Source: an optimization exercise on an open RTL-to-GDS flow (aim: small area). Production flows keep margins and buffers that such runs may drop.
Function was checked by simulation only, so behaviour that the tests miss may differ from the original.
Power and IR drop assume default switching activity.

// pam_modem
module pam_modem (
  input clk,
  input rst,
  input [1:0] data_in,
  input signed [7:0] rx_in,
  output signed [7:0] tx_out,
  output signed [7:0] cos_out,
  output [1:0] rx_data
);
clock: 10.0 ns
lec_check: 0
cap_margin: 20
core_margin: 2
core_utilization: 40
slew_margin: 20
buffer_ports_args: -buffer_cell sky130_fd_sc_hd__buf_1
cts_args: -sink_clustering_enable -repair_clock_nets -dont_use_dummy_load -root_buf sky130_fd_sc_hd__clkbuf_4 -tree_buf sky130_fd_sc_hd__clkbuf_4 -buf_list sky130_fd_sc_hd__clkbuf_8 -sink_clustering_size 22 -sink_clustering_max_diameter 70
standard.sh (not shown) runs the stock make flow with config.mk's settings and CLKGATE_MAP_FILE= SYNTH_SCRIPT=/design/flow/synth_recipe.tcl, a recipe that flattens the netlist after the stock synthesis.
==> flow/flow/run.sh <==
#!/bin/bash
# Layout flow: the standard flow (standard.sh) with these changes:
#  - synthesis: the standard synthesis script (synth_recipe.tcl), except that
#    ABC maps the logic with each of the area-oriented scripts
#    flow/abc_*.abc (deep AIG optimisation, then area-oriented mapping, no
#    buffering or upsizing) and the smallest result is kept, and Yosys's
#    extract_fa is skipped (ABC maps the adders too);
#  - the port buffers are the smallest buffer (buf_1) instead of the
#    resizer's default choice (clkdlybuf4s50_1);
#  - clock tree synthesis uses clkbuf_8 sink clusters of up to 20 flip-flops,
#    clkbuf_4 above them, and inserts no dummy loads.
# Each tool's output goes to a log file in this folder (ORFS also keeps its
# per-step logs under orfs/logs/).
set -euo pipefail
work=$PWD
cat > my_synth.tcl <<EOT
# Map the logic with each area script in flow/abc_*.abc, from the same
# starting point, and keep the smallest result.
proc abc {args} {
  set i [lsearch \$args -script]
  yosys design -save pre_abc
  set best_area -1
  foreach script [lsort [glob $work/flow/abc_*.abc]] {
    yosys design -load pre_abc
    lset args [expr {\$i + 1}] \$script
    yosys abc {*}\$args
    set libargs {}
    foreach lib \$::env(LIB_FILES) { lappend libargs -liberty \$lib }
    set report [tee -q -s result.string stat {*}\$libargs]
    regexp {Chip area for module [^:]*: ([0-9.]+)} \$report -> area
    puts "abc script \$script: area \$area"
    if {\$best_area < 0 || \$area < \$best_area} {
      set best_area \$area
      yosys design -save best_abc
    }
  }
  yosys design -load best_abc
  puts "abc: kept area \$best_area"
}
proc extract_fa {args} {}
source $work/synth_recipe.tcl
EOT
sed "s#SYNTH_SCRIPT=[^ ]*#SYNTH_SCRIPT=$work/my_synth.tcl#" standard.sh > my_standard.sh
grep -q "SYNTH_SCRIPT=$work/my_synth.tcl" my_standard.sh
cat >> config.mk <<'EOC'
export BUFFER_PORTS_ARGS = -buffer_cell sky130_fd_sc_hd__buf_1
export CTS_ARGS = -sink_clustering_enable -repair_clock_nets -dont_use_dummy_load -root_buf sky130_fd_sc_hd__clkbuf_4 -tree_buf sky130_fd_sc_hd__clkbuf_4 -buf_list sky130_fd_sc_hd__clkbuf_8 -sink_clustering_size 22 -sink_clustering_max_diameter 70
EOC
bash my_standard.sh > flow_make.log 2>&1
==> flow/flow/abc_d.abc <==
&get -n
&st
&dch -f
&nf -R 1000
&put
topo
The starting point finished with timing, DRC and antenna clean.
Rerun with:
--- a/flow/flow/run.sh
+++ b/flow/flow/run.sh
@@ -9,4 +9,4 @@
 #    resizer's default choice (clkdlybuf4s50_1);
-#  - clock tree synthesis uses clkbuf_8 sink clusters of up to 20 flip-flops,
-#    clkbuf_4 above them, and inserts no dummy loads.
+#  - clock tree synthesis uses clkbuf_8 sink clusters of up to 22 flip-flops,
+#    clkbuf_2 above them, and inserts no dummy loads.
 # Each tool's output goes to a log file in this folder (ORFS also keeps its
@@ -46,3 +46,3 @@
 export BUFFER_PORTS_ARGS = -buffer_cell sky130_fd_sc_hd__buf_1
-export CTS_ARGS = -sink_clustering_enable -repair_clock_nets -dont_use_dummy_load -root_buf sky130_fd_sc_hd__clkbuf_4 -tree_buf sky130_fd_sc_hd__clkbuf_4 -buf_list sky130_fd_sc_hd__clkbuf_8 -sink_clustering_size 22 -sink_clustering_max_diameter 70
+export CTS_ARGS = -sink_clustering_enable -repair_clock_nets -dont_use_dummy_load -buf_list sky130_fd_sc_hd__clkbuf_8 -sink_clustering_size 22 -sink_clustering_max_diameter 70 -root_buf sky130_fd_sc_hd__clkbuf_2 -tree_buf sky130_fd_sc_hd__clkbuf_2
 EOC
==> flow/flow/abc_a.abc (new file) <==
&get -n
&st
&deepsyn -I 8 -J 50
&put
amap
topo
==> flow/flow/abc_b.abc (new file) <==
&get -n
&st
&deepsyn -I 8 -J 50
&put
dch -f
amap
topo
==> flow/flow/abc_c.abc (new file) <==
&get -n
&st
&deepsyn -I 8 -J 50
&dch -f
&nf -R 1000
&put
topo
==> flow/flow/abc_e.abc (new file) <==
&get -n
&st
&deepsyn -I 8 -J 50
&put
amap
strash
dch -f
amap
topo
==> flow/flow/abc_f.abc (new file) <==
&get -n
&st
&deepsyn -I 8 -J 50
&put
amap
strash
dch
amap
strash
dch -f
amap
topo
CTS_ARGS = -sink_clustering_enable -repair_clock_nets -dont_use_dummy_load -buf_list sky130_fd_sc_hd__clkbuf_8 -sink_clustering_size 22 -sink_clustering_max_diameter 70 -root_buf sky130_fd_sc_hd__clkbuf_2 -tree_buf sky130_fd_sc_hd__clkbuf_2   (was -sink_clustering_enable -repair_clock_nets -dont_use_dummy_load -root_buf sky130_fd_sc_hd__clkbuf_4 -tree_buf sky130_fd_sc_hd__clkbuf_4 -buf_list sky130_fd_sc_hd__clkbuf_8 -sink_clustering_size 22 -sink_clustering_max_diameter 70)
What happened:
- total power fell by 3.1%
- die area fell by 2.0%
- count of clock-buffer cells in the layout rose by 1
- flip-flop and latch count is unchanged
- synthesized cell count rose by 1.3%
- utilization rose by 0.28 points
- non-clock buffer count rose by 1

========
## job 2947
pam_modem again, from the RTL that the note above started with.
clock: 10.0 ns
lec_check: 0
cap_margin: 20
core_margin: 2
core_utilization: 40
slew_margin: 20
buffer_ports_args: -buffer_cell sky130_fd_sc_hd__buf_1
cts_args: -sink_clustering_enable -repair_clock_nets -dont_use_dummy_load -buf_list sky130_fd_sc_hd__clkbuf_8 -sink_clustering_size 22 -sink_clustering_max_diameter 70 -root_buf sky130_fd_sc_hd__clkbuf_4 -tree_buf sky130_fd_sc_hd__clkbuf_4
==> flow/flow/run.sh <==
#!/bin/bash
# Layout flow: the standard flow (standard.sh) with these changes:
#  - synthesis: the standard synthesis script (synth_recipe.tcl), except that
#    ABC maps the logic with each of the area-oriented scripts
#    flow/abc_*.abc (deep AIG optimisation, then area-oriented mapping, no
#    buffering or upsizing) and the smallest result is kept, and Yosys's
#    extract_fa is skipped (ABC maps the adders too);
#  - the port buffers are the smallest buffer (buf_1) instead of the
#    resizer's default choice (clkdlybuf4s50_1);
#  - clock tree synthesis uses clkbuf_8 sink clusters of up to 22 flip-flops,
#    clkbuf_4 above them, and inserts no dummy loads.
# Each tool's output goes to a log file in this folder (ORFS also keeps its
# per-step logs under orfs/logs/).
set -euo pipefail
work=$PWD
cat > my_synth.tcl <<EOT
# Map the logic with each area script in flow/abc_*.abc, from the same
# starting point, and keep the smallest result.
proc abc {args} {
  set i [lsearch \$args -script]
  yosys design -save pre_abc
  set best_area -1
  foreach script [lsort [glob $work/flow/abc_*.abc]] {
    yosys design -load pre_abc
    lset args [expr {\$i + 1}] \$script
    yosys abc {*}\$args
    set libargs {}
    foreach lib \$::env(LIB_FILES) { lappend libargs -liberty \$lib }
    set report [tee -q -s result.string stat {*}\$libargs]
    regexp {Chip area for module [^:]*: ([0-9.]+)} \$report -> area
    puts "abc script \$script: area \$area"
    if {\$best_area < 0 || \$area < \$best_area} {
      set best_area \$area
      yosys design -save best_abc
    }
  }
  yosys design -load best_abc
  puts "abc: kept area \$best_area"
}
proc extract_fa {args} {}
source $work/synth_recipe.tcl
EOT
sed "s#SYNTH_SCRIPT=[^ ]*#SYNTH_SCRIPT=$work/my_synth.tcl#" standard.sh > my_standard.sh
grep -q "SYNTH_SCRIPT=$work/my_synth.tcl" my_standard.sh
cat >> config.mk <<'EOC'
export BUFFER_PORTS_ARGS = -buffer_cell sky130_fd_sc_hd__buf_1
export CTS_ARGS = -sink_clustering_enable -repair_clock_nets -dont_use_dummy_load -buf_list sky130_fd_sc_hd__clkbuf_8 -sink_clustering_size 22 -sink_clustering_max_diameter 70 -root_buf sky130_fd_sc_hd__clkbuf_4 -tree_buf sky130_fd_sc_hd__clkbuf_4
EOC
bash my_standard.sh > flow_make.log 2>&1
==> flow/flow/abc_a.abc <==
&get -n
&st
&deepsyn -I 8 -J 50
&put
amap
topo
==> flow/flow/abc_b.abc <==
&get -n
&st
&deepsyn -I 8 -J 50
&put
dch -f
amap
topo
==> flow/flow/abc_c.abc <==
&get -n
&st
&deepsyn -I 8 -J 50
&dch -f
&nf -R 1000
&put
topo
Scripts as last shown in full above: flow/flow/abc_d.abc
In summary, job 2947 completed successfully, with a layout that passed the timing, DRC and antenna checks.
diff inputs: job 2947 => job 9845
Settings: an added MIN_BUF_CELL_AND_PORTS of sky130_fd_sc_hd__buf_1 A X.
diff --git a/flow/flow/run.sh b/flow/flow/run.sh
--- a/flow/flow/run.sh
+++ b/flow/flow/run.sh
@@ -46,0 +47 @@
+export MIN_BUF_CELL_AND_PORTS = sky130_fd_sc_hd__buf_1 A X
==> notes.md <==
Multi-input logic portion of the cell area: job 2947 vs job 9845 identical. Design area came out exactly the same in job 2947 and job 9845. There was hardly any difference in multi-input combinational cell area between job 2947 and job 9845. Reported for job 2947 and job 9845, final total power turned out identical to the last digit.
Here is what was changed in the inputs of job 1328 compared with job 9845.
Settings: swapping -sink_clustering_enable -repair_clock_nets -dont_use_dummy_load -buf_list sky130_fd_sc_hd__clkbuf_8 -sink_clustering_size 22 -sink_clustering_max_diameter 70 -root_buf sky130_fd_sc_hd__clkbuf_4 -tree_buf sky130_fd_sc_hd__clkbuf_4 for -sink_clustering_enable -repair_clock_nets -dont_use_dummy_load -buf_list sky130_fd_sc_hd__clkbuf_8 -sink_clustering_size 20 -sink_clustering_max_diameter 60 -root_buf sky130_fd_sc_hd__clkbuf_4 -tree_buf sky130_fd_sc_hd__clkbuf_4 in CTS_ARGS; clearing MIN_BUF_CELL_AND_PORTS, which used to be sky130_fd_sc_hd__buf_1 A X.
diff --git a/flow/flow/run.sh b/flow/flow/run.sh
--- a/flow/flow/run.sh
+++ b/flow/flow/run.sh
@@ -10 +10 @@
-#  - clock tree synthesis uses clkbuf_8 sink clusters of up to 22 flip-flops,
+#  - clock tree synthesis uses clkbuf_8 sink clusters of up to 20 flip-flops,
@@ -47,2 +47 @@
-export MIN_BUF_CELL_AND_PORTS = sky130_fd_sc_hd__buf_1 A X
-export CTS_ARGS = -sink_clustering_enable -repair_clock_nets -dont_use_dummy_load -buf_list sky130_fd_sc_hd__clkbuf_8 -sink_clustering_size 22 -sink_clustering_max_diameter 70 -root_buf sky130_fd_sc_hd__clkbuf_4 -tree_buf sky130_fd_sc_hd__clkbuf_4
+export CTS_ARGS = -sink_clustering_enable -repair_clock_nets -dont_use_dummy_load -buf_list sky130_fd_sc_hd__clkbuf_8 -sink_clustering_size 20 -sink_clustering_max_diameter 60 -root_buf sky130_fd_sc_hd__clkbuf_4 -tree_buf sky130_fd_sc_hd__clkbuf_4
Findings:
Compared with job 9845, job 1328 shows a lower shortest clock period the worst path allows after layout.
Job 1328 gives more final layout net count than job 9845 did.
From job 1328 to job 9845, tap cell count did not move at all.
Inputs modified between job 1328 and job 2366:
Settings: swapping -sink_clustering_enable -repair_clock_nets -dont_use_dummy_load -buf_list sky130_fd_sc_hd__clkbuf_8 -sink_clustering_size 20 -sink_clustering_max_diameter 60 -root_buf sky130_fd_sc_hd__clkbuf_4 -tree_buf sky130_fd_sc_hd__clkbuf_4 for -sink_clustering_enable -repair_clock_nets -dont_use_dummy_load -buf_list sky130_fd_sc_hd__clkbuf_8 -sink_clustering_size 22 -sink_clustering_max_diameter 70 -root_buf sky130_fd_sc_hd__clkbuf_2 -tree_buf sky130_fd_sc_hd__clkbuf_2 in CTS_ARGS.
diff --git a/flow/flow/run.sh b/flow/flow/run.sh
--- a/flow/flow/run.sh
+++ b/flow/flow/run.sh
@@ -10,2 +10,2 @@
-#  - clock tree synthesis uses clkbuf_8 sink clusters of up to 20 flip-flops,
-#    clkbuf_4 above them, and inserts no dummy loads.
+#  - clock tree synthesis uses clkbuf_8 sink clusters of up to 22 flip-flops,
+#    clkbuf_2 above them, and inserts no dummy loads.
@@ -47 +47 @@
-export CTS_ARGS = -sink_clustering_enable -repair_clock_nets -dont_use_dummy_load -buf_list sky130_fd_sc_hd__clkbuf_8 -sink_clustering_size 20 -sink_clustering_max_diameter 60 -root_buf sky130_fd_sc_hd__clkbuf_4 -tree_buf sky130_fd_sc_hd__clkbuf_4
+export CTS_ARGS = -sink_clustering_enable -repair_clock_nets -dont_use_dummy_load -buf_list sky130_fd_sc_hd__clkbuf_8 -sink_clustering_size 22 -sink_clustering_max_diameter 70 -root_buf sky130_fd_sc_hd__clkbuf_2 -tree_buf sky130_fd_sc_hd__clkbuf_2
==> notes.md <==
- Lower antenna diode count among job 1328 and job 2366: job 1328
- Diff job 1328..job 2366 | number of antenna-violating nets in the routed design | unchanged
- In the metrics for job 1328 and job 2366, the one carrying the lower worst vdd rail ir drop is job 2366.
- Against job 1328, job 2366 comes in 0.037 mW lower on post-layout total power.
- Compared with job 1328, job 2366 shows a lower share of final layout cell area taken by clock buffers and inverters.
- Job 2366 vs job 1328: number of clock-tree buffers in the layout down

static timing again, ports no longer ideal:
In the flow no input, the clock included, has a driving cell. The finished layouts below were timed again as built, in two steps. Step 1 assumes that a clkbuf_16 drives the clock port and a buf_2 every other input. Step 2 moves the port delays by t, midway between the first and last clock arrival at a register: inputs arrive t later, outputs are due t later. That takes back most of the time a late clock gives input paths. Slacks: ideal / step 1 / step 2; pairs: ideal / step 1.
run	shift t [ns]	slack for setup (ns)	worst setup path at the end	worst slew at a driven data input, ns
the first run of note 1	0.697	4.124 / 4.125 / 3.428	input to register	0.04
the second run of note 1	0.856	4.444 / 4.420 / 4.420	input to output	0.05
job 2947	0.701	4.600 / 4.574 / 4.446	input to register	0.12
job 9845	0.701	4.600 / 4.574 / 4.446	input to register	0.12
job 1328	0.727	4.607 / 4.581 / 4.433	input to register	0.12
job 2366	0.851	4.600 / 4.574 / 4.458	input to register	0.12
After both steps setup and hold are still met in every run listed. The setup slack of the first run of note 1, which loses most, moves by +0.001 ns with the drivers and by -0.696 ns with both steps.
